Source: an optimization exercise on an open RTL-to-GDS flow (aim: small area, a short achievable clock period and few clock cycles per item). Production flows keep margins and buffers that such runs may drop.
In this exercise RTL edits were held to simulation tests only and were not proved equivalent to the original.
No driver is modelled on the clock port, so clock power and skew are understated where the tree is cut down; a real chip needs a root buffer or a tree.
No activity file was given, so power comes from the tool's default toggle rates.

build 26:
Design automaton, start of the top module:
module automaton(
    input               clk,
    input               rst,
    input      [31:0]   rule,
    output reg [5:0]    row,
    output reg [5:0]    col,
    output reg          world_we,
    input               world_in,
    output reg          world_out,
    output reg          update_done);
Size: about 440 cells after synthesis, ~100 flip-flops, roughly 50 I/O pins, roughly 4500 um2 of cells after synthesis.
==> flow/config.mk <==
export PLATFORM = sky130hd
export DESIGN_NAME = automaton
export DESIGN_NICKNAME = automaton
export VERILOG_FILES = /design/flow/design.v
export SDC_FILE = /design/flow/constraint.sdc
export NUM_CORES = 8
export LEC_CHECK = 0
export ABC_AREA = 1
export CAP_MARGIN = 20
export CORE_MARGIN = 2
export CORE_UTILIZATION = 50
export GPL_ROUTABILITY_DRIVEN = 1
export GPL_TIMING_DRIVEN = 1
export PLACE_DENSITY = 0.6
export SLEW_MARGIN = 20
export SYNTH_HIERARCHICAL = 1
==> flow/constraint.sdc <==
create_clock -name core_clock -period 10.0 [get_ports {clk}]
set_input_delay 2.0000 -clock core_clock [delete_from_list [all_inputs] [get_ports {clk}]]
set_output_delay 2.0000 -clock core_clock [all_outputs]
set_load 0.01 [all_outputs]
standard.sh (not shown) runs the stock make flow with config.mk's settings and CLKGATE_MAP_FILE= SYNTH_SCRIPT=/design/flow/synth_recipe.tcl, a recipe that flattens the netlist after the stock synthesis.
==> flow/flow/run.sh <==
#!/bin/bash
set -euo pipefail
bash standard.sh SETUP_SLACK_MARGIN=7.05 BUFFER_PORTS_ARGS="-buffer_cell sky130_fd_sc_hd__buf_1" PRE_CTS_TCL=$(pwd)/flow/own_cts.tcl  finish > standard.log 2>&1
Other scripts of this flow, unchanged in this note and not shown: flow/flow/own_cts.tcl
Build 26 finished end to end and its layout was clean on timing, DRC and antenna.
Testbench counts of build 26, summed over its fixed seeds: cycles 2,499,616, generations 384.
Edits applied to the flow inputs when going from build 26 to build 45:
# build 26
export LEC_CHECK = 0
export ABC_AREA = 1
export CAP_MARGIN = 20
export CORE_MARGIN = 2
export CORE_UTILIZATION = 50
export GPL_ROUTABILITY_DRIVEN = 1
export GPL_TIMING_DRIVEN = 1
export PLACE_DENSITY = 0.6
export SLEW_MARGIN = 20
export SYNTH_HIERARCHICAL = 1
create_clock -name core_clock -period 10.0 [get_ports {clk}]
# build 45
export LEC_CHECK = 0
export ABC_AREA = 1
export CAP_MARGIN = 0
export CORE_MARGIN = 2
export CORE_UTILIZATION = 50
export GPL_ROUTABILITY_DRIVEN = 1
export GPL_TIMING_DRIVEN = 1
export PLACE_DENSITY = 0.6
export SLEW_MARGIN = 0
export SYNTH_HIERARCHICAL = 1
create_clock -name core_clock -period 10.0 [get_ports {clk}]
==> flow/flow/run.sh <==
#!/bin/bash
set -euo pipefail
bash standard.sh SETUP_SLACK_MARGIN=7.2 BUFFER_PORTS_ARGS="-buffer_cell sky130_fd_sc_hd__buf_1" PRE_CTS_TCL=$(pwd)/flow/own_cts.tcl  finish > standard.log 2>&1
Time the final worst path needs with I/O delays and setup | build 45 below build 26
Note that the worst supply voltage drop on vdd recorded for build 26 amounts to 1.17 times the value seen in build 45.
Comparing the two runs side by side, build 45 comes out ahead of build 26 on setup slack.
Met3 capacity usage during global routing: build 26 vs build 45 — no meaningful difference
Period utilization (build 45 over build 26): decrease, 1.5 points
Build 45 vs build 26, power went up by about 0.9%.
| detailed route wirelength on metal3 | build 45 vs build 26 | 18% higher |
On build 45: end-of-flow core utilization is 0.83 points higher than what build 26 gave.
Between build 26 and build 45, the worst hold path stage count does not differ in any meaningful way.
In build 45 the leakage power turned out 1.7% higher than in build 26.
Inputs modified between build 45 and build 13:
# build 45
export LEC_CHECK = 0
export ABC_AREA = 1
export CAP_MARGIN = 0
export CORE_MARGIN = 2
export CORE_UTILIZATION = 50
export GPL_ROUTABILITY_DRIVEN = 1
export GPL_TIMING_DRIVEN = 1
export PLACE_DENSITY = 0.6
export SLEW_MARGIN = 0
export SYNTH_HIERARCHICAL = 1
create_clock -name core_clock -period 10.0 [get_ports {clk}]
# build 13
export LEC_CHECK = 0
export ABC_AREA = 1
export CAP_MARGIN = 20
export CORE_MARGIN = 2
export CORE_UTILIZATION = 50
export GPL_ROUTABILITY_DRIVEN = 1
export GPL_TIMING_DRIVEN = 1
export PLACE_DENSITY = 0.6
export SLEW_MARGIN = 20
export SYNTH_HIERARCHICAL = 1
create_clock -name core_clock -period 10.0 [get_ports {clk}]
==> flow/flow/run.sh <==
#!/bin/bash
set -euo pipefail
bash standard.sh SYNTH_SCRIPT=$(pwd)/flow/synth_own.tcl SETUP_SLACK_MARGIN=7.2 BUFFER_PORTS_ARGS="-buffer_cell sky130_fd_sc_hd__buf_1" PRE_CTS_TCL=$(pwd)/flow/own_cts.tcl  finish > standard.log 2>&1
==> flow/flow/abc_own.script (new file) <==
strash
dch
map -a
mfs2
strash
dch
map -a
topo
stime -c
buffer -c
upsize -c
dnsize -c
==> flow/flow/synth_own.tcl (new file) <==
# The standard synthesis script (synth_recipe.tcl), with one change: the
# ABC mapping script is abc_own.script (beside this file), which maps for
# area with map -a and mfs2 instead of ORFS's abc_area.script. Registers,
# their names and their cell types are the standard synthesis's.
set own_abc_script [file normalize [file join [file dirname [info script]] abc_own.script]]
proc synth {args} { yosys synth -nofsm -noshare {*}$args }
proc abc {args} {
  set i [lsearch -exact $args -script]
  if {$i >= 0} { lset args [expr {$i + 1}] $::own_abc_script }
  yosys abc {*}$args
}
source $::env(SCRIPTS_DIR)/synth.tcl
# left out here: clear keep_hierarchy, flatten, clean up, hide names made inside functions, write 1_2_yosys.v
==> run notes <==
Build 45 → build 13: number of tap cells added at floorplan moved down, length in cells of the worst reg-to-reg path moved up, hold slack moved down, fmax moved down, combinational share of power moved up. Build 13 ran to completion and came out clean on the timing, DRC and antenna checks. Compared with build 45, placement-stage cell area in build 13 decreased by a few percent.
--- input diff build 13..build 11 ---
==> flow/flow/run.sh <==
#!/bin/bash
set -euo pipefail
bash standard.sh SETUP_SLACK_MARGIN=7.3 BUFFER_PORTS_ARGS="-buffer_cell sky130_fd_sc_hd__buf_1" PRE_CTS_TCL=$(pwd)/flow/own_cts.tcl  finish > standard.log 2>&1
removed: flow/flow/abc_own.script
removed: flow/flow/synth_own.tcl
Notes after the runs:
Comparing the two runs side by side, build 11 comes out ahead of build 13 on hold slack. Relative to build 13, global-route usage has increased by 0.67 points in build 11. Compared with build 13, build 11 shows a part of the total power dissipated in the clock network that is 1.6 points higher. Of build 13 and build 11, the higher sequential cell area belongs to build 11. [compare] base=build 13 new=build 11: total net switching power shows a reduction of 14%; internal power lost about 15%. The delay of the slowest cell on the worst path of build 11 exceeds that of build 13 by 0.19 ns. Summary of build 11 over build 13: post-CTS setup buffer count decreased 3; final cell count increased 21%; sequential share of layout area decreased 0.73 points; area after synthesis increased 250 um2.
No run of this note takes its clock network from TritonCTS; it comes from the design's own scripts or RTL.

[re-timing with driven ports]
How much do the figures lean on ideal ports? The routed layouts below were timed once more, with nothing changed but the port constraints.
Step 1, drivers: a clkbuf_16 drives clk and a buf_2 each remaining input, both assumed.
Step 2 also shifts input and output timing later by t, the mid clock arrival at the registers, as if the neighbouring blocks saw the same clock.
Slacks: no drivers / after step 1 / after step 2; pairs: no drivers / after step 1.
run | shift t [ns] | slack for setup (ns) | latest minus earliest clock arrival (ns) | cell pins on the clock port's net
build 26 | 0.236 | 7.102 / 7.020 / 7.012 | 0.011 / 0.010 | 4
build 45 | 0.236 | 7.252 / 7.169 / 7.096 | 0.006 / 0.006 | 4
build 13 | 0.238 | 7.057 / 7.055 / 6.876 | 0.009 / 0.008 | 4
build 11 | 0.235 | 7.288 / 7.206 / 7.116 | 0.007 / 0.007 | 4
After both steps setup and hold are still met in every run listed. For build 13, which loses most, drivers alone change the setup slack by -0.002 ns; drivers and shift together by -0.181 ns.
